Context: an optimization exercise on an open-source flow, tuned for small area, a short achievable clock period and few clock cycles per item. The choices shown serve that exercise and are no tape-out recipe.
In this exercise RTL edits were held to simulation tests only and were not proved equivalent to the original.

==> flow/design.v <==
module calc_core (
	input             clk,
	input             rst,
	input             start,
	input      [9:0]  op,
	input      [19:0] a,
	input      [19:0] b,
	output            busy,
	output reg        done,
	output reg [19:0] result,
	output            neg,
	output     [47:0] hex
	);
	localparam OP_ADD  = 10'b0000000001;
	localparam OP_SUB  = 10'b0000000010;
	localparam OP_MUL  = 10'b0000000100;
	localparam OP_DIV  = 10'b0000001000;
	localparam OP_LOG  = 10'b1000000001;
	localparam OP_POW  = 10'b1000000010;
	localparam OP_FACT = 10'b1000000100;
	localparam OP_D2R  = 10'b1000001000;
	localparam N = 4;  
	reg        busy_r;
	reg        mode_pow;    
	reg        divz;        
	reg        acc1;        
	reg [19:0] ra;          
	reg [19:0] rb;          
	reg [2:0]  cnt;         
	assign busy = busy_r;
	assign neg  = result[19];
	wire accept = start & ~busy_r;
	wire        pmul   = rb[0] & ~acc1;            
	wire [19:0] mx = busy_r ? (pmul ? result : ra) : a;
	wire [19:0] my = busy_r ? ra : (op[1] ? a : b);
	wire [19:0] pp [0:19];
	genvar gi;
	generate
		for (gi = 0; gi < 20; gi = gi + 1) begin : g_pp
			assign pp[gi] = {20{mx[gi]}} & my;
		end
	endgenerate
	wire ms1 = pp[0][19] ^ pp[1][18];
	wire mc1 = pp[0][19] & pp[1][18];
	wire ms2 = pp[0][13] ^ pp[1][12];
	wire mc2 = pp[0][13] & pp[1][12];
	wire ms3 = pp[0][14] ^ pp[1][13] ^ pp[2][12];
	wire mc3 = (pp[0][14] & pp[1][13]) | (pp[2][12] & (pp[0][14] ^ pp[1][13]));
	wire ms4 = pp[3][11] ^ pp[4][10];
	wire mc4 = pp[3][11] & pp[4][10];
	wire ms5 = pp[0][15] ^ pp[1][14] ^ pp[2][13];
	wire mc5 = (pp[0][15] & pp[1][14]) | (pp[2][13] & (pp[0][15] ^ pp[1][14]));
	wire ms6 = pp[3][12] ^ pp[4][11] ^ pp[5][10];
	wire mc6 = (pp[3][12] & pp[4][11]) | (pp[5][10] & (pp[3][12] ^ pp[4][11]));
	wire ms7 = pp[6][9] ^ pp[7][8];
	wire mc7 = pp[6][9] & pp[7][8];
	wire ms8 = pp[0][16] ^ pp[1][15] ^ pp[2][14];
	wire mc8 = (pp[0][16] & pp[1][15]) | (pp[2][14] & (pp[0][16] ^ pp[1][15]));
	wire ms9 = pp[3][13] ^ pp[4][12] ^ pp[5][11];
	wire mc9 = (pp[3][13] & pp[4][12]) | (pp[5][11] & (pp[3][13] ^ pp[4][12]));
	wire ms10 = pp[6][10] ^ pp[7][9] ^ pp[8][8];
	wire mc10 = (pp[6][10] & pp[7][9]) | (pp[8][8] & (pp[6][10] ^ pp[7][9]));
	wire ms11 = pp[9][7] ^ pp[10][6];
	wire mc11 = pp[9][7] & pp[10][6];
	wire ms12 = pp[0][17] ^ pp[1][16] ^ pp[2][15];
	wire mc12 = (pp[0][17] & pp[1][16]) | (pp[2][15] & (pp[0][17] ^ pp[1][16]));
	wire ms13 = pp[3][14] ^ pp[4][13] ^ pp[5][12];
	wire mc13 = (pp[3][14] & pp[4][13]) | (pp[5][12] & (pp[3][14] ^ pp[4][13]));
	wire ms14 = pp[6][11] ^ pp[7][10] ^ pp[8][9];
	wire mc14 = (pp[6][11] & pp[7][10]) | (pp[8][9] & (pp[6][11] ^ pp[7][10]));
	wire ms15 = pp[9][8] ^ pp[10][7] ^ pp[11][6];
	wire mc15 = (pp[9][8] & pp[10][7]) | (pp[11][6] & (pp[9][8] ^ pp[10][7]));
	wire ms16 = pp[12][5] ^ pp[13][4];
	wire mc16 = pp[12][5] & pp[13][4];
	wire ms17 = pp[0][18] ^ pp[1][17] ^ pp[2][16];
	wire mc17 = (pp[0][18] & pp[1][17]) | (pp[2][16] & (pp[0][18] ^ pp[1][17]));
	wire ms18 = pp[3][15] ^ pp[4][14] ^ pp[5][13];
	wire mc18 = (pp[3][15] & pp[4][14]) | (pp[5][13] & (pp[3][15] ^ pp[4][14]));
	wire ms19 = pp[6][12] ^ pp[7][11] ^ pp[8][10];
	wire mc19 = (pp[6][12] & pp[7][11]) | (pp[8][10] & (pp[6][12] ^ pp[7][11]));
	wire ms20 = pp[9][9] ^ pp[10][8] ^ pp[11][7];
	wire mc20 = (pp[9][9] & pp[10][8]) | (pp[11][7] & (pp[9][9] ^ pp[10][8]));
	wire ms21 = pp[12][6] ^ pp[13][5] ^ pp[14][4];
	wire mc21 = (pp[12][6] & pp[13][5]) | (pp[14][4] & (pp[12][6] ^ pp[13][5]));
	wire ms22 = pp[15][3] ^ pp[16][2];
	wire mc22 = pp[15][3] & pp[16][2];
	wire ms23 = ms1 ^ pp[2][17] ^ pp[3][16];
	wire mc23 = (ms1 & pp[2][17]) | (pp[3][16] & (ms1 ^ pp[2][17]));
	wire ms24 = pp[4][15] ^ pp[5][14] ^ pp[6][13];
	wire mc24 = (pp[4][15] & pp[5][14]) | (pp[6][13] & (pp[4][15] ^ pp[5][14]));
	wire ms25 = pp[7][12] ^ pp[8][11] ^ pp[9][10];
	wire mc25 = (pp[7][12] & pp[8][11]) | (pp[9][10] & (pp[7][12] ^ pp[8][11]));
	wire ms26 = pp[10][9] ^ pp[11][8] ^ pp[12][7];
	wire mc26 = (pp[10][9] & pp[11][8]) | (pp[12][7] & (pp[10][9] ^ pp[11][8]));
	wire ms27 = pp[13][6] ^ pp[14][5] ^ pp[15][4];
	wire mc27 = (pp[13][6] & pp[14][5]) | (pp[15][4] & (pp[13][6] ^ pp[14][5]));
	wire ms28 = pp[16][3] ^ pp[17][2] ^ pp[18][1];
	wire mc28 = (pp[16][3] & pp[17][2]) | (pp[18][1] & (pp[16][3] ^ pp[17][2]));
	wire ms29 = pp[0][9] ^ pp[1][8];
	wire mc29 = pp[0][9] & pp[1][8];
	wire ms30 = pp[0][10] ^ pp[1][9] ^ pp[2][8];
	wire mc30 = (pp[0][10] & pp[1][9]) | (pp[2][8] & (pp[0][10] ^ pp[1][9]));
	wire ms31 = pp[3][7] ^ pp[4][6];
	wire mc31 = pp[3][7] & pp[4][6];
	wire ms32 = pp[0][11] ^ pp[1][10] ^ pp[2][9];
	wire mc32 = (pp[0][11] & pp[1][10]) | (pp[2][9] & (pp[0][11] ^ pp[1][10]));
	wire ms33 = pp[3][8] ^ pp[4][7] ^ pp[5][6];
	wire mc33 = (pp[3][8] & pp[4][7]) | (pp[5][6] & (pp[3][8] ^ pp[4][7]));
	wire ms34 = pp[6][5] ^ pp[7][4];
	wire mc34 = pp[6][5] & pp[7][4];
	wire ms35 = pp[0][12] ^ pp[1][11] ^ pp[2][10];
	wire mc35 = (pp[0][12] & pp[1][11]) | (pp[2][10] & (pp[0][12] ^ pp[1][11]));
	wire ms36 = pp[3][9] ^ pp[4][8] ^ pp[5][7];
	wire mc36 = (pp[3][9] & pp[4][8]) | (pp[5][7] & (pp[3][9] ^ pp[4][8]));
	wire ms37 = pp[6][6] ^ pp[7][5] ^ pp[8][4];
	wire mc37 = (pp[6][6] & pp[7][5]) | (pp[8][4] & (pp[6][6] ^ pp[7][5]));
	wire ms38 = pp[9][3] ^ pp[10][2];
	wire mc38 = pp[9][3] & pp[10][2];
	wire ms39 = ms2 ^ pp[2][11] ^ pp[3][10];
	wire mc39 = (ms2 & pp[2][11]) | (pp[3][10] & (ms2 ^ pp[2][11]));
	wire ms40 = pp[4][9] ^ pp[5][8] ^ pp[6][7];
	wire mc40 = (pp[4][9] & pp[5][8]) | (pp[6][7] & (pp[4][9] ^ pp[5][8]));
	wire ms41 = pp[7][6] ^ pp[8][5] ^ pp[9][4];
	wire mc41 = (pp[7][6] & pp[8][5]) | (pp[9][4] & (pp[7][6] ^ pp[8][5]));
	wire ms42 = pp[10][3] ^ pp[11][2] ^ pp[12][1];
	wire mc42 = (pp[10][3] & pp[11][2]) | (pp[12][1] & (pp[10][3] ^ pp[11][2]));
	wire ms43 = ms3 ^ ms4 ^ pp[5][9];
	wire mc43 = (ms3 & ms4) | (pp[5][9] & (ms3 ^ ms4));
	wire ms44 = pp[6][8] ^ pp[7][7] ^ pp[8][6];
	wire mc44 = (pp[6][8] & pp[7][7]) | (pp[8][6] & (pp[6][8] ^ pp[7][7]));
	wire ms45 = pp[9][5] ^ pp[10][4] ^ pp[11][3];
	wire mc45 = (pp[9][5] & pp[10][4]) | (pp[11][3] & (pp[9][5] ^ pp[10][4]));
	wire ms46 = pp[12][2] ^ pp[13][1] ^ pp[14][0];
	wire mc46 = (pp[12][2] & pp[13][1]) | (pp[14][0] & (pp[12][2] ^ pp[13][1]));
	wire ms47 = ms5 ^ ms6 ^ ms7;
	wire mc47 = (ms5 & ms6) | (ms7 & (ms5 ^ ms6));
	wire ms48 = pp[8][7] ^ pp[9][6] ^ pp[10][5];
	wire mc48 = (pp[8][7] & pp[9][6]) | (pp[10][5] & (pp[8][7] ^ pp[9][6]));
	wire ms49 = pp[11][4] ^ pp[12][3] ^ pp[13][2];
	wire mc49 = (pp[11][4] & pp[12][3]) | (pp[13][2] & (pp[11][4] ^ pp[12][3]));
	wire ms50 = pp[14][1] ^ pp[15][0] ^ mc3;
	wire mc50 = (pp[14][1] & pp[15][0]) | (mc3 & (pp[14][1] ^ pp[15][0]));
	wire ms51 = ms8 ^ ms9 ^ ms10;
	wire mc51 = (ms8 & ms9) | (ms10 & (ms8 ^ ms9));
	wire ms52 = ms11 ^ pp[11][5] ^ pp[12][4];
	wire mc52 = (ms11 & pp[11][5]) | (pp[12][4] & (ms11 ^ pp[11][5]));
	wire ms53 = pp[13][3] ^ pp[14][2] ^ pp[15][1];
	wire mc53 = (pp[13][3] & pp[14][2]) | (pp[15][1] & (pp[13][3] ^ pp[14][2]));
	wire ms54 = pp[16][0] ^ mc5 ^ mc6;
	wire mc54 = (pp[16][0] & mc5) | (mc6 & (pp[16][0] ^ mc5));
	wire ms55 = ms12 ^ ms13 ^ ms14;
	wire mc55 = (ms12 & ms13) | (ms14 & (ms12 ^ ms13));
	wire ms56 = ms15 ^ ms16 ^ pp[14][3];
	wire mc56 = (ms15 & ms16) | (pp[14][3] & (ms15 ^ ms16));
	wire ms57 = pp[15][2] ^ pp[16][1] ^ pp[17][0];
	wire mc57 = (pp[15][2] & pp[16][1]) | (pp[17][0] & (pp[15][2] ^ pp[16][1]));
	wire ms58 = mc8 ^ mc9 ^ mc10;
	wire mc58 = (mc8 & mc9) | (mc10 & (mc8 ^ mc9));
	wire ms59 = ms17 ^ ms18 ^ ms19;
	wire mc59 = (ms17 & ms18) | (ms19 & (ms17 ^ ms18));
	wire ms60 = ms20 ^ ms21 ^ ms22;
	wire mc60 = (ms20 & ms21) | (ms22 & (ms20 ^ ms21));
	wire ms61 = pp[17][1] ^ pp[18][0] ^ mc12;
	wire mc61 = (pp[17][1] & pp[18][0]) | (mc12 & (pp[17][1] ^ pp[18][0]));
	wire ms62 = mc13 ^ mc14 ^ mc15;
	wire mc62 = (mc13 & mc14) | (mc15 & (mc13 ^ mc14));
	wire ms63 = ms23 ^ ms24 ^ ms25;
	wire mc63 = (ms23 & ms24) | (ms25 & (ms23 ^ ms24));
	wire ms64 = ms26 ^ ms27 ^ ms28;
	wire mc64 = (ms26 & ms27) | (ms28 & (ms26 ^ ms27));
	wire ms65 = pp[19][0] ^ mc17 ^ mc18;
	wire mc65 = (pp[19][0] & mc17) | (mc18 & (pp[19][0] ^ mc17));
	wire ms66 = mc19 ^ mc20 ^ mc21;
	wire mc66 = (mc19 & mc20) | (mc21 & (mc19 ^ mc20));
	wire ms67 = pp[0][6] ^ pp[1][5];
	wire mc67 = pp[0][6] & pp[1][5];
	wire ms68 = pp[0][7] ^ pp[1][6] ^ pp[2][5];
	wire mc68 = (pp[0][7] & pp[1][6]) | (pp[2][5] & (pp[0][7] ^ pp[1][6]));
	wire ms69 = pp[3][4] ^ pp[4][3];
	wire mc69 = pp[3][4] & pp[4][3];
	wire ms70 = pp[0][8] ^ pp[1][7] ^ pp[2][6];
	wire mc70 = (pp[0][8] & pp[1][7]) | (pp[2][6] & (pp[0][8] ^ pp[1][7]));
	wire ms71 = pp[3][5] ^ pp[4][4] ^ pp[5][3];
	wire mc71 = (pp[3][5] & pp[4][4]) | (pp[5][3] & (pp[3][5] ^ pp[4][4]));
	wire ms72 = pp[6][2] ^ pp[7][1];
	wire mc72 = pp[6][2] & pp[7][1];
	wire ms73 = ms29 ^ pp[2][7] ^ pp[3][6];
	wire mc73 = (ms29 & pp[2][7]) | (pp[3][6] & (ms29 ^ pp[2][7]));
	wire ms74 = pp[4][5] ^ pp[5][4] ^ pp[6][3];
	wire mc74 = (pp[4][5] & pp[5][4]) | (pp[6][3] & (pp[4][5] ^ pp[5][4]));
	wire ms75 = pp[7][2] ^ pp[8][1] ^ pp[9][0];
	wire mc75 = (pp[7][2] & pp[8][1]) | (pp[9][0] & (pp[7][2] ^ pp[8][1]));
	wire ms76 = ms30 ^ ms31 ^ pp[5][5];
	wire mc76 = (ms30 & ms31) | (pp[5][5] & (ms30 ^ ms31));
	wire ms77 = pp[6][4] ^ pp[7][3] ^ pp[8][2];
	wire mc77 = (pp[6][4] & pp[7][3]) | (pp[8][2] & (pp[6][4] ^ pp[7][3]));
	wire ms78 = pp[9][1] ^ pp[10][0] ^ mc29;
	wire mc78 = (pp[9][1] & pp[10][0]) | (mc29 & (pp[9][1] ^ pp[10][0]));
	wire ms79 = ms32 ^ ms33 ^ ms34;
	wire mc79 = (ms32 & ms33) | (ms34 & (ms32 ^ ms33));
	wire ms80 = pp[8][3] ^ pp[9][2] ^ pp[10][1];
	wire mc80 = (pp[8][3] & pp[9][2]) | (pp[10][1] & (pp[8][3] ^ pp[9][2]));
	wire ms81 = pp[11][0] ^ mc30 ^ mc31;
	wire mc81 = (pp[11][0] & mc30) | (mc31 & (pp[11][0] ^ mc30));
	wire ms82 = ms35 ^ ms36 ^ ms37;
	wire mc82 = (ms35 & ms36) | (ms37 & (ms35 ^ ms36));
	wire ms83 = ms38 ^ pp[11][1] ^ pp[12][0];
	wire mc83 = (ms38 & pp[11][1]) | (pp[12][0] & (ms38 ^ pp[11][1]));
	wire ms84 = mc32 ^ mc33 ^ mc34;
	wire mc84 = (mc32 & mc33) | (mc34 & (mc32 ^ mc33));
	wire ms85 = ms39 ^ ms40 ^ ms41;
	wire mc85 = (ms39 & ms40) | (ms41 & (ms39 ^ ms40));
	wire ms86 = ms42 ^ pp[13][0] ^ mc35;
	wire mc86 = (ms42 & pp[13][0]) | (mc35 & (ms42 ^ pp[13][0]));
	wire ms87 = mc36 ^ mc37 ^ mc38;
	wire mc87 = (mc36 & mc37) | (mc38 & (mc36 ^ mc37));
	wire ms88 = ms43 ^ ms44 ^ ms45;
	wire mc88 = (ms43 & ms44) | (ms45 & (ms43 ^ ms44));
	wire ms89 = ms46 ^ mc2 ^ mc39;
	wire mc89 = (ms46 & mc2) | (mc39 & (ms46 ^ mc2));
	wire ms90 = mc40 ^ mc41 ^ mc42;
	wire mc90 = (mc40 & mc41) | (mc42 & (mc40 ^ mc41));
	wire ms91 = ms47 ^ ms48 ^ ms49;
	wire mc91 = (ms47 & ms48) | (ms49 & (ms47 ^ ms48));
	wire ms92 = ms50 ^ mc4 ^ mc43;
	wire mc92 = (ms50 & mc4) | (mc43 & (ms50 ^ mc4));
	wire ms93 = mc44 ^ mc45 ^ mc46;
	wire mc93 = (mc44 & mc45) | (mc46 & (mc44 ^ mc45));
	wire ms94 = ms51 ^ ms52 ^ ms53;
	wire mc94 = (ms51 & ms52) | (ms53 & (ms51 ^ ms52));
	wire ms95 = ms54 ^ mc7 ^ mc47;
	wire mc95 = (ms54 & mc7) | (mc47 & (ms54 ^ mc7));
	wire ms96 = mc48 ^ mc49 ^ mc50;
	wire mc96 = (mc48 & mc49) | (mc50 & (mc48 ^ mc49));
	wire ms97 = ms55 ^ ms56 ^ ms57;
	wire mc97 = (ms55 & ms56) | (ms57 & (ms55 ^ ms56));
	wire ms98 = ms58 ^ mc11 ^ mc51;
	wire mc98 = (ms58 & mc11) | (mc51 & (ms58 ^ mc11));
	wire ms99 = mc52 ^ mc53 ^ mc54;
	wire mc99 = (mc52 & mc53) | (mc54 & (mc52 ^ mc53));
	wire ms100 = ms59 ^ ms60 ^ ms61;
	wire mc100 = (ms59 & ms60) | (ms61 & (ms59 ^ ms60));
	wire ms101 = ms62 ^ mc16 ^ mc55;
	wire mc101 = (ms62 & mc16) | (mc55 & (ms62 ^ mc16));
	wire ms102 = mc56 ^ mc57 ^ mc58;
	wire mc102 = (mc56 & mc57) | (mc58 & (mc56 ^ mc57));
	wire ms103 = ms63 ^ ms64 ^ ms65;
	wire mc103 = (ms63 & ms64) | (ms65 & (ms63 ^ ms64));
	wire ms104 = ms66 ^ mc22 ^ mc59;
	wire mc104 = (ms66 & mc22) | (mc59 & (ms66 ^ mc22));
	wire ms105 = mc60 ^ mc61 ^ mc62;
	wire mc105 = (mc60 & mc61) | (mc62 & (mc60 ^ mc61));
	wire ms106 = pp[0][4] ^ pp[1][3];
	wire mc106 = pp[0][4] & pp[1][3];
	wire ms107 = pp[0][5] ^ pp[1][4] ^ pp[2][3];
	wire mc107 = (pp[0][5] & pp[1][4]) | (pp[2][3] & (pp[0][5] ^ pp[1][4]));
	wire ms108 = pp[3][2] ^ pp[4][1];
	wire mc108 = pp[3][2] & pp[4][1];
	wire ms109 = ms67 ^ pp[2][4] ^ pp[3][3];
	wire mc109 = (ms67 & pp[2][4]) | (pp[3][3] & (ms67 ^ pp[2][4]));
	wire ms110 = pp[4][2] ^ pp[5][1] ^ pp[6][0];
	wire mc110 = (pp[4][2] & pp[5][1]) | (pp[6][0] & (pp[4][2] ^ pp[5][1]));
	wire ms111 = ms68 ^ ms69 ^ pp[5][2];
	wire mc111 = (ms68 & ms69) | (pp[5][2] & (ms68 ^ ms69));
	wire ms112 = pp[6][1] ^ pp[7][0] ^ mc67;
	wire mc112 = (pp[6][1] & pp[7][0]) | (mc67 & (pp[6][1] ^ pp[7][0]));
	wire ms113 = ms70 ^ ms71 ^ ms72;
	wire mc113 = (ms70 & ms71) | (ms72 & (ms70 ^ ms71));
	wire ms114 = pp[8][0] ^ mc68 ^ mc69;
	wire mc114 = (pp[8][0] & mc68) | (mc69 & (pp[8][0] ^ mc68));
	wire ms115 = ms73 ^ ms74 ^ ms75;
	wire mc115 = (ms73 & ms74) | (ms75 & (ms73 ^ ms74));
	wire ms116 = mc70 ^ mc71 ^ mc72;
	wire mc116 = (mc70 & mc71) | (mc72 & (mc70 ^ mc71));
	wire ms117 = ms76 ^ ms77 ^ ms78;
	wire mc117 = (ms76 & ms77) | (ms78 & (ms76 ^ ms77));
	wire ms118 = mc73 ^ mc74 ^ mc75;
	wire mc118 = (mc73 & mc74) | (mc75 & (mc73 ^ mc74));
	wire ms119 = ms79 ^ ms80 ^ ms81;
	wire mc119 = (ms79 & ms80) | (ms81 & (ms79 ^ ms80));
	wire ms120 = mc76 ^ mc77 ^ mc78;
	wire mc120 = (mc76 & mc77) | (mc78 & (mc76 ^ mc77));
	wire ms121 = ms82 ^ ms83 ^ ms84;
	wire mc121 = (ms82 & ms83) | (ms84 & (ms82 ^ ms83));
	wire ms122 = mc79 ^ mc80 ^ mc81;
	wire mc122 = (mc79 & mc80) | (mc81 & (mc79 ^ mc80));
	wire ms123 = ms85 ^ ms86 ^ ms87;
	wire mc123 = (ms85 & ms86) | (ms87 & (ms85 ^ ms86));
	wire ms124 = mc82 ^ mc83 ^ mc84;
	wire mc124 = (mc82 & mc83) | (mc84 & (mc82 ^ mc83));
	wire ms125 = ms88 ^ ms89 ^ ms90;
	wire mc125 = (ms88 & ms89) | (ms90 & (ms88 ^ ms89));
	wire ms126 = mc85 ^ mc86 ^ mc87;
	wire mc126 = (mc85 & mc86) | (mc87 & (mc85 ^ mc86));
	wire ms127 = ms91 ^ ms92 ^ ms93;
	wire mc127 = (ms91 & ms92) | (ms93 & (ms91 ^ ms92));
	wire ms128 = mc88 ^ mc89 ^ mc90;
	wire mc128 = (mc88 & mc89) | (mc90 & (mc88 ^ mc89));
	wire ms129 = ms94 ^ ms95 ^ ms96;
	wire mc129 = (ms94 & ms95) | (ms96 & (ms94 ^ ms95));
	wire ms130 = mc91 ^ mc92 ^ mc93;
	wire mc130 = (mc91 & mc92) | (mc93 & (mc91 ^ mc92));
	wire ms131 = ms97 ^ ms98 ^ ms99;
	wire mc131 = (ms97 & ms98) | (ms99 & (ms97 ^ ms98));
	wire ms132 = mc94 ^ mc95 ^ mc96;
	wire mc132 = (mc94 & mc95) | (mc96 & (mc94 ^ mc95));
	wire ms133 = ms100 ^ ms101 ^ ms102;
	wire mc133 = (ms100 & ms101) | (ms102 & (ms100 ^ ms101));
	wire ms134 = mc97 ^ mc98 ^ mc99;
	wire mc134 = (mc97 & mc98) | (mc99 & (mc97 ^ mc98));
	wire ms135 = ms103 ^ ms104 ^ ms105;
	wire mc135 = (ms103 & ms104) | (ms105 & (ms103 ^ ms104));
	wire ms136 = mc100 ^ mc101 ^ mc102;
	wire mc136 = (mc100 & mc101) | (mc102 & (mc100 ^ mc101));
	wire ms137 = pp[0][3] ^ pp[1][2];
	wire mc137 = pp[0][3] & pp[1][2];
	wire ms138 = ms106 ^ pp[2][2] ^ pp[3][1];
	wire mc138 = (ms106 & pp[2][2]) | (pp[3][1] & (ms106 ^ pp[2][2]));
	wire ms139 = ms107 ^ ms108 ^ pp[5][0];
	wire mc139 = (ms107 & ms108) | (pp[5][0] & (ms107 ^ ms108));
	wire ms140 = ms109 ^ ms110 ^ mc107;
	wire mc140 = (ms109 & ms110) | (mc107 & (ms109 ^ ms110));
	wire ms141 = ms111 ^ ms112 ^ mc109;
	wire mc141 = (ms111 & ms112) | (mc109 & (ms111 ^ ms112));
	wire ms142 = ms113 ^ ms114 ^ mc111;
	wire mc142 = (ms113 & ms114) | (mc111 & (ms113 ^ ms114));
	wire ms143 = ms115 ^ ms116 ^ mc113;
	wire mc143 = (ms115 & ms116) | (mc113 & (ms115 ^ ms116));
	wire ms144 = ms117 ^ ms118 ^ mc115;
	wire mc144 = (ms117 & ms118) | (mc115 & (ms117 ^ ms118));
	wire ms145 = ms119 ^ ms120 ^ mc117;
	wire mc145 = (ms119 & ms120) | (mc117 & (ms119 ^ ms120));
	wire ms146 = ms121 ^ ms122 ^ mc119;
	wire mc146 = (ms121 & ms122) | (mc119 & (ms121 ^ ms122));
	wire ms147 = ms123 ^ ms124 ^ mc121;
	wire mc147 = (ms123 & ms124) | (mc121 & (ms123 ^ ms124));
	wire ms148 = ms125 ^ ms126 ^ mc123;
	wire mc148 = (ms125 & ms126) | (mc123 & (ms125 ^ ms126));
	wire ms149 = ms127 ^ ms128 ^ mc125;
	wire mc149 = (ms127 & ms128) | (mc125 & (ms127 ^ ms128));
	wire ms150 = ms129 ^ ms130 ^ mc127;
	wire mc150 = (ms129 & ms130) | (mc127 & (ms129 ^ ms130));
	wire ms151 = ms131 ^ ms132 ^ mc129;
	wire mc151 = (ms131 & ms132) | (mc129 & (ms131 ^ ms132));
	wire ms152 = ms133 ^ ms134 ^ mc131;
	wire mc152 = (ms133 & ms134) | (mc131 & (ms133 ^ ms134));
	wire ms153 = ms135 ^ ms136 ^ mc133;
	wire mc153 = (ms135 & ms136) | (mc133 & (ms135 ^ ms136));
	wire ms154 = pp[0][2] ^ pp[1][1];
	wire mc154 = pp[0][2] & pp[1][1];
	wire ms155 = ms137 ^ pp[2][1] ^ pp[3][0];
	wire mc155 = (ms137 & pp[2][1]) | (pp[3][0] & (ms137 ^ pp[2][1]));
	wire ms156 = ms138 ^ pp[4][0] ^ mc137;
	wire mc156 = (ms138 & pp[4][0]) | (mc137 & (ms138 ^ pp[4][0]));
	wire ms157 = ms139 ^ mc106 ^ mc138;
	wire mc157 = (ms139 & mc106) | (mc138 & (ms139 ^ mc106));
	wire ms158 = ms140 ^ mc108 ^ mc139;
	wire mc158 = (ms140 & mc108) | (mc139 & (ms140 ^ mc108));
	wire ms159 = ms141 ^ mc110 ^ mc140;
	wire mc159 = (ms141 & mc110) | (mc140 & (ms141 ^ mc110));
	wire ms160 = ms142 ^ mc112 ^ mc141;
	wire mc160 = (ms142 & mc112) | (mc141 & (ms142 ^ mc112));
	wire ms161 = ms143 ^ mc114 ^ mc142;
	wire mc161 = (ms143 & mc114) | (mc142 & (ms143 ^ mc114));
	wire ms162 = ms144 ^ mc116 ^ mc143;
	wire mc162 = (ms144 & mc116) | (mc143 & (ms144 ^ mc116));
	wire ms163 = ms145 ^ mc118 ^ mc144;
	wire mc163 = (ms145 & mc118) | (mc144 & (ms145 ^ mc118));
	wire ms164 = ms146 ^ mc120 ^ mc145;
	wire mc164 = (ms146 & mc120) | (mc145 & (ms146 ^ mc120));
	wire ms165 = ms147 ^ mc122 ^ mc146;
	wire mc165 = (ms147 & mc122) | (mc146 & (ms147 ^ mc122));
	wire ms166 = ms148 ^ mc124 ^ mc147;
	wire mc166 = (ms148 & mc124) | (mc147 & (ms148 ^ mc124));
	wire ms167 = ms149 ^ mc126 ^ mc148;
	wire mc167 = (ms149 & mc126) | (mc148 & (ms149 ^ mc126));
	wire ms168 = ms150 ^ mc128 ^ mc149;
	wire mc168 = (ms150 & mc128) | (mc149 & (ms150 ^ mc128));
	wire ms169 = ms151 ^ mc130 ^ mc150;
	wire mc169 = (ms151 & mc130) | (mc150 & (ms151 ^ mc130));
	wire ms170 = ms152 ^ mc132 ^ mc151;
	wire mc170 = (ms152 & mc132) | (mc151 & (ms152 ^ mc132));
	wire ms171 = ms153 ^ mc134 ^ mc152;
	wire mc171 = (ms153 & mc134) | (mc152 & (ms153 ^ mc134));
	wire [19:0] mt0 = {ms171, ms170, ms169, ms168, ms167, ms166, ms165, ms164, ms163, ms162, ms161, ms160, ms159, ms158, ms157, ms156, ms155, ms154, pp[0][1], pp[0][0]};
	wire [19:0] mt1 = {mc170, mc169, mc168, mc167, mc166, mc165, mc164, mc163, mc162, mc161, mc160, mc159, mc158, mc157, mc156, mc155, mc154, pp[2][0], pp[1][0], 1'b0};
	wire        use_tree = busy_r | op[2] | op[9];
	wire [19:0] sum_x = use_tree ? mt0 : a;
	wire [19:0] sum_y = use_tree ? mt1 : (b ^ {20{op[1]}});
	wire [19:0] prod  = sum_x + sum_y + {19'd0, op[1] & ~use_tree};
	wire [19:0] addsub = prod;
	function [19:0] fact_lut;
		input [4:0] x;
		begin
			case (x)
			5'd0: fact_lut = 20'd1;
			5'd1: fact_lut = 20'd1;
			5'd2: fact_lut = 20'd2;
			5'd3: fact_lut = 20'd6;
			5'd4: fact_lut = 20'd24;
			5'd5: fact_lut = 20'd120;
			5'd6: fact_lut = 20'd720;
			5'd7: fact_lut = 20'd5040;
			5'd8: fact_lut = 20'd40320;
			5'd9: fact_lut = 20'd362880;
			5'd10: fact_lut = 20'd483072;
			5'd11: fact_lut = 20'd70912;
			5'd12: fact_lut = 20'd850944;
			5'd13: fact_lut = 20'd576512;
			5'd14: fact_lut = 20'd731136;
			5'd15: fact_lut = 20'd481280;
			5'd16: fact_lut = 20'd360448;
			5'd17: fact_lut = 20'd884736;
			5'd18: fact_lut = 20'd196608;
			5'd19: fact_lut = 20'd589824;
			5'd20: fact_lut = 20'd262144;
			5'd21: fact_lut = 20'd262144;
			5'd22: fact_lut = 20'd524288;
			5'd23: fact_lut = 20'd524288;
			default: fact_lut = 20'd0;
			endcase
		end
	endfunction
	wire [19:0] fact_r = (a < 20'd24) ? fact_lut(a[4:0]) : 20'd0;
	wire [19:0] d2r_r  = a / 20'd60;
	reg [19:0] dq, dr;
	reg [20:0] dt;
	reg [21:0] dd;
	integer s;
	always @* begin
		dr = ra;
		dq = result;
		for (s = 0; s < N; s = s + 1) begin
			dt = {dr, dq[19]};
			dq = {dq[18:0], 1'b0};
			dd = {1'b0, dt} - {2'b0, rb};
			if (!dd[21]) begin
				dr = dd[19:0];
				dq[0] = 1'b1;
			end else
				dr = dt[19:0];
		end
	end
	function [4:0] msb;
		input [19:0] v;
		reg [15:0] x1;
		reg [7:0]  x2;
		reg [3:0]  x3;
		reg [1:0]  x4;
		begin
			msb[4] = |v[19:16];
			x1 = msb[4] ? {12'd0, v[19:16]} : v[15:0];
			msb[3] = |x1[15:8];
			x2 = msb[3] ? x1[15:8] : x1[7:0];
			msb[2] = |x2[7:4];
			x3 = msb[2] ? x2[7:4] : x2[3:0];
			msb[1] = |x3[3:2];
			x4 = msb[1] ? x3[3:2] : x3[1:0];
			msb[0] = x4[1];
		end
	endfunction
	wire [4:0] pa = msb(a);
	wire [4:0] pb = msb(b);
	wire [4:0] ldiff = pa - pb;
	wire       qzero = (a == 20'd0) | (pa < pb);
	wire [19:0] log_r = {15'd0, pa};
	reg [2:0]  j0;
	always @* begin
		if (ldiff >= 5'd16) j0 = 3'd4;
		else j0 = {1'b0, ldiff[3:2]};
	end
	wire pzero = (a == 20'd0) ||
		(a[0]   == 1'b0  && b >= 20'd20) ||
		(a[1:0] == 2'd0  && b >= 20'd10) ||
		(a[2:0] == 3'd0  && b >= 20'd7)  ||
		(a[3:0] == 4'd0  && b >= 20'd5)  ||
		(a[4:0] == 5'd0  && b >= 20'd4)  ||
		(a[6:0] == 7'd0  && b >= 20'd3)  ||
		(a[9:0] == 10'd0 && b >= 20'd2);
	wire take_prod = busy_r ?
		(mode_pow & ((rb[0] & ~acc1) | (~rb[0] & acc1 & (rb[19:1] == 19'd1)))) :
		(start & ((op == OP_MUL) | ((op == OP_POW) & (b == 20'd2) & ~pzero)));
	always @(posedge clk) begin
		done <= 1'b0;
		if (rst) begin
			busy_r <= 1'b0;
		end else if (!busy_r) begin
			if (start) begin
				divz <= 1'b0;
				case (op)
				OP_ADD:  begin result <= addsub; done <= 1'b1; end
				OP_SUB:  begin result <= addsub; done <= 1'b1; end
				OP_MUL:  done <= 1'b1;
				OP_LOG:  begin result <= log_r; done <= 1'b1; end
				OP_FACT: begin result <= fact_r; done <= 1'b1; end
				OP_D2R:  begin result <= d2r_r; done <= 1'b1; end
				OP_DIV: begin
					rb <= b;
					mode_pow <= 1'b0;
					if (b == 20'd0) begin
						result <= 20'd0; divz <= 1'b1; done <= 1'b1;
					end else if (qzero) begin
						result <= 20'd0; done <= 1'b1;
					end else begin
						busy_r <= 1'b1;
						cnt <= j0;
						case (j0)
						3'd0: begin ra <= {4'd0,  a[19:4]};  result <= {a[3:0],  16'd0}; end
						3'd1: begin ra <= {8'd0,  a[19:8]};  result <= {a[7:0],  12'd0}; end
						3'd2: begin ra <= {12'd0, a[19:12]}; result <= {a[11:0], 8'd0};  end
						3'd3: begin ra <= {16'd0, a[19:16]}; result <= {a[15:0], 4'd0};  end
						default: begin ra <= 20'd0; result <= a; end
						endcase
					end
				end
				OP_POW: begin
					mode_pow <= 1'b1;
					if (b == 20'd0) begin
						result <= a; done <= 1'b1;
					end else if (pzero) begin
						result <= 20'd0; done <= 1'b1;
					end else if (b == 20'd2) begin
						done <= 1'b1;
					end else begin
						result <= b[0] ? a : 20'd1;
						acc1 <= ~b[0];
						ra <= prod;
						rb <= {1'b0, b[19:1]};
						if (b[19:1] == 19'd0) done <= 1'b1;
						else busy_r <= 1'b1;
					end
				end
				default: begin result <= 20'd63; done <= 1'b1; end
				endcase
			end
		end else if (!mode_pow) begin
			ra <= dr;
			result <= dq;
			cnt <= cnt - 3'd1;
			if (cnt == 3'd0) begin
				busy_r <= 1'b0; done <= 1'b1;
			end
		end else begin
			if (rb[0]) begin
				if (acc1) begin
					result <= ra;
					acc1 <= 1'b0;
					ra <= prod;
					rb <= {1'b0, rb[19:1]};
				end else begin
					rb[0] <= 1'b0;
				end
				if (rb[19:1] == 19'd0) begin
					busy_r <= 1'b0; done <= 1'b1;
				end
			end else begin
				ra <= prod;
				rb <= {1'b0, rb[19:1]};
				if (acc1 && rb[19:1] == 19'd1) begin
					busy_r <= 1'b0; done <= 1'b1;
				end
			end
		end
		if (!rst && take_prod) result <= prod;
	end
	function [7:0] seg;
		input [3:0] d;
		reg sa, sb, sc, sd, se, sf, sg;
		begin
			sa = d[3] | d[1] | (d[2] & d[0]) | (~d[2] & ~d[0]);
			sb = ~d[2] | (~d[1] & ~d[0]) | (d[1] & d[0]);
			sc = d[2] | ~d[1] | d[0];
			sd = d[3] | (~d[2] & ~d[0]) | (~d[2] & d[1]) | (d[1] & ~d[0]) |
			     (d[2] & ~d[1] & d[0]);
			se = (~d[2] & ~d[0]) | (d[1] & ~d[0]);
			sf = d[3] | (~d[1] & ~d[0]) | (d[2] & ~d[1]) | (d[2] & ~d[0]);
			sg = d[3] | (d[2] & ~d[1]) | (~d[2] & d[1]) | (d[1] & ~d[0]);
			seg = {1'b1, ~sg, ~sf, ~se, ~sd, ~sc, ~sb, ~sa};
		end
	endfunction
	reg [19:0] low_or;
	integer q;
	always @* begin
		low_or[0] = 1'b0;
		for (q = 1; q < 20; q = q + 1)
			low_or[q] = |(result & ((20'd1 << q) - 20'd1));
	end
	wire [19:0] mag = result ^ ({20{result[19]}} & low_or);
	function [3:0] add3;
		input [3:0] d;
		begin
			add3[3] = d[3] | (d[2] & d[0]) | (d[2] & d[1]);
			add3[2] = (d[3] & d[0]) | (d[2] & ~d[1] & ~d[0]);
			add3[1] = (d[3] & ~d[0]) | (~d[2] & d[1]) | (d[1] & d[0]);
			add3[0] = (d[3] & ~d[0]) | (~d[3] & ~d[2] & d[0]) | (d[2] & d[1] & ~d[0]);
		end
	endfunction
	reg [23:0] bcd;
	integer i;
	always @* begin
		bcd = 24'd0;
		for (i = 19; i >= 0; i = i - 1) begin
			bcd[3:0]   = add3(bcd[3:0]);
			bcd[7:4]   = add3(bcd[7:4]);
			bcd[11:8]  = add3(bcd[11:8]);
			bcd[15:12] = add3(bcd[15:12]);
			bcd[19:16] = add3(bcd[19:16]);
			bcd[23:20] = add3(bcd[23:20]);
			bcd = {bcd[22:0], mag[i]};
		end
	end
	assign hex = divz ? 48'hFB8EAB_FFFFFF :
		{seg(bcd[23:20]), seg(bcd[19:16]), seg(bcd[15:12]),
		 seg(bcd[11:8]), seg(bcd[7:4]), seg(bcd[3:0])};
endmodule
==> flow/flow/run.sh <==
#!/bin/bash
# The standard layout with a buf_2 on every port, and repair_timing asked for
# a little extra setup slack on the worst paths only.
set -euo pipefail
bash standard.sh "BUFFER_PORTS_ARGS=-buffer_cell sky130_fd_sc_hd__buf_2" SETUP_SLACK_MARGIN=37 TNS_END_PERCENT=0 finish > standard_make.log 2>&1
==> flow/standard.sh <==
#!/bin/bash
# synth_recipe.tcl (not shown) runs the flow's synth.tcl, then flattens the netlist and writes it again
# the make line also repeats each setting of config.mk as NAME=value (left out here)
make -C /OpenROAD-flow-scripts/flow DESIGN_CONFIG=/design/flow/config.mk WORK_HOME=/design/flow/orfs CLKGATE_MAP_FILE= SYNTH_SCRIPT=/design/flow/synth_recipe.tcl "${@:-finish}"
==> flow/config.mk <==
export PLATFORM = sky130hd
export DESIGN_NAME = calc_core
export DESIGN_NICKNAME = calc_core
export VERILOG_FILES = /design/flow/design.v
export SDC_FILE = /design/flow/constraint.sdc
export NUM_CORES = 4
export LEC_CHECK = 0
export ABC_AREA = 1
export CAP_MARGIN = 20
export CORE_MARGIN = 2
export CORE_UTILIZATION = 40
export SLEW_MARGIN = 20
==> flow/constraint.sdc <==
create_clock -name core_clock -period 55.0 [get_ports {clk}]
set_input_delay 11.0000 -clock core_clock [delete_from_list [all_inputs] [get_ports {clk}]]
set_output_delay 11.0000 -clock core_clock [all_outputs]
set_load 0.01 [all_outputs]
==> flow_summary.yaml <==
sta:
  drv_slew: 0
  timing.final.ws_setup_ns: 36.96
  finClkSkew_ns: 0.01150
  fmax_ghz: 0.05543
  fin_setup_tns_ns: 0
  tightest_slew_ns: 1.009
  setup_viol: 0
  finalCritPeriodShare: 0.3280
  slew_headroom: 0.3235
  rsz0062_at_grt: "true"
  hold_viol: 0
  fin_crit_ns: 18.04
detailed_routing:
  drt_iter0_drc: 2724
  viasPerCell: 5.602
  m1WireLength_mm: 36.74
  routed_wl_mm: 87.88
  drtPass1Iterations: 7
  met2_length_mm: 38.12
  wl_per_cell_microns: 19.34
  met3_length_mm: 8.601
  dr.max_layer_used: "met4"
  num_vias: 25460
  drcViolationCount: 0
  ant_nets: 0
logic_synthesis:
  ys.flop_type: "edfxtp_1"
  avgSynthCellArea_sq_um: 6.090
  ys_seq_area_frac: 0.08956
  ys_ff_latch: 68
  syn_area_sq_um: 22580
  postSynth.asyncResetShare: 0
  synth_edf_count: 66
  syn-instance-count: 3707
  synth_cell_types: 68
  ys_warn_count: 1
worst_setup_path:
  cp_slowest_cell: "edfxtp_1"
  path_class: "flip-flop to output pin"
  cp-startpoint: "result[0]"
  r2r_start: "result[19]"
  worst_path_most_repeated_cell: "nand2_1"
  startpoint_type: "flip-flop"
  cp-end-kind: "output pin"
  cp_max_fo: 7
  max_stage_delay_ns: 0.54
  cp.arrival_ns: 7.04
  cp.required_ns: 44.00
cells_and_area:
  n_fill_cell: 6002
  final_area_sq_um: 24900
  area_growth_pct: 10.31
  final_cells: 4544
  final_layout_size_suffix_gt1_frac: 0.1331
  insertedDiodeCount: 0
  fin_nets: 4106
grt:
  grt_overflow: 0
  grt_max_degree: 53
  grt_usage: 0.2913
  antenna_found_initial: 0
  grt_pass1_vias: 23360
  grt_pass1_wl_mm: 133.9
outcome:
  status: "no timing/DRC/antenna violations"
floorplanning:
  die_h_microns: 241.6
  die_area_sq_um: 58350
  dieWidth_microns: 241.6
  core-area_sq_um: 56060
  initial_utilization: 0.4027
  ios: 124
  core.rowCount: 87
clock_network:
  htreeDepth: 3
  numCtsBuffers: 9
  path_clk_slew_ns: 0.06
  cts_sinks: 68
  clk_latency_ns: 0.34
  cts_hold_buf: 0
  cts_tree: "built"
  clockBufferDepth: 2
  cts_root_buf: "clkbuf_16"
place:
  gp_congestion: 1.036
  pre_cts_ws_ns: 36.85
  dpl_cell_area_sq_um: 24010
  dp_hpwl_mm: 70.28
  dp_cells: 4514
  portBuffers: 117
run:
  maxCapViolCount: 0
worst_hold_path:
  min-delay-start: "cnt[0]"
  min_path_type: "flip-flop to flip-flop"
[flip-flops by register name, summed over array words and instances (netlist names)]
signal / count
busy_r: 1
result: 20
cnt: 3
divz: 1
acc1: 1
rb: 20
done: 1
ra: 20
mode_pow: 1
[critical path, delay by kind of cell (launching register included)]
kind / cells / cell delay (ns)
compound gates: 2 / 0.35
buf+inv: 9 / 0.77
simple gates: 53 / 5.06
flops: 1 / 0.54
[synthesized netlist by cell type, types with 18 or more instances]
library cell  number  area share
nand2_1         1039        0.17
inv_1            541       0.090
nor2_1           304       0.051
nand3_1          222       0.049
o21ai_0          214       0.047
a21oi_1          191       0.042
fa_1             142        0.13
ha_1             128       0.071
clkbuf_1          86       0.014
xor2_1            85       0.033
edfxtp_1          66       0.088
inv_2             58      0.0096
nand2_2           56       0.016
xnor2_1           53       0.021
o221ai_1          43       0.017
o22ai_1           40       0.011
o21ai_1           39      0.0086
nand4_1           36       0.010
a221oi_1          34       0.013
nand3_2           27       0.012
nor3_1            26      0.0058
o21bai_1          25      0.0083
nor2_2            24      0.0067
o211ai_1          18      0.0060
[metrics by stage]
stage / util / hold slack [ns]
final: 0.4442 / 0.5883
after global routing: 0.4442 / 0.6116
after CTS: 0.4343 / 0.5866
after detailed placement: 0.4283 / 0.5780
after global placement: 0.4283 / 0.5806
after floorplan: - / 0.5490
[what timing repair did]
item                       4_1_cts  5_1_grt
gates resized for setup          3      120
pin swaps                        0       27
setup endpoints to repair       38       70
buffers inserted                 1        9
[area by class of cell]
type,instances,area [sq um],area share
inverter,615,2308,0.09269
tap,756,945.9,0.03798
clock inverter,7,98.84,0.003969
timing repair buffer,172,999.7,0.04014
multi-input combinational,2917,18300,0.7350
sequential,68,2022,0.08119
clock buffer,9,225.2,0.009043
[routing by layer]
| metal | track usage | vias to the layer above |
|---|---|---|
| met5 | 0 | - |
| li1 | - | 12260 |
| met1 | 0.3898 | 11690 |
| met3 | 0.04806 | 257 |
| met2 | 0.4649 | 1254 |
| met4 | 0.1213 | 0 |
[cells in the final DEF (no fill, tap or decap), types with 33 or more instances in the layout]
cell / n
nand2_2: 97
ha_1: 128
fa_1: 142
nor2_1: 289
o21ai_0: 212
o221ai_1: 42
a21oi_1: 185
nand2_1: 994
buf_2: 117
buf_4: 53
inv_1: 538
nand4_1: 36
nand3_1: 210
inv_2: 61
xor2_1: 85
xnor2_1: 53
a221oi_1: 33
o22ai_1: 40
edfxtp_1: 66
[kinds of logic after synthesis]
kind of cell             after synthesis  share of synthesized area
other                                  1                  0.0001661
XOR/XNOR                             140                    0.05498
buffers and inverters                727                     0.1232
AO/OA/AOI/OAI                        709                     0.1919
adder cells (fa/ha/maj)              270                     0.1969
multiplexers                           1                  0.0004988
AND/OR/NAND/NOR                     1791                     0.3428
flip-flops                            68                    0.08956
[worst paths after layout]
| kind | to | slack [ns] | depth (start not counted) |
|---|---|---|---|
| setup / recovery | hex[27] | 36.96 | 64 |
| setup reg to reg | ra[7] | 38.63 | 92 |
| hold reg to reg | cnt[0] | 0.59 | 1 |
| hold / removal | cnt[0] | 0.59 | 1 |
Testbench counts, summed over its fixed seeds: cycles 2,871, items 1,920.

## re-timing with driven ports
Ports are ideal in the flow. The routed layout listed here was re-timed in OpenROAD. Step 1: set_driving_cell puts a clkbuf_16 on clk and a buf_2 on each other input, an assumption about the parent block. Step 2 also shifts input and output timing later by t, the mid clock arrival at the registers, as if the neighbouring blocks saw the same clock. Slacks: no drivers / after step 1 / after step 2; pairs: no drivers / after step 1.
t (ns): 0.374
setup WS [ns]: 36.960 / 36.918 / 36.639
worst setup path at the end: input to register
latest minus earliest clock arrival (ns): 0.012 / 0.011
After both steps this run still meets setup and hold. For this run, drivers alone change the setup slack by -0.042 ns; drivers and shift together by -0.321 ns.
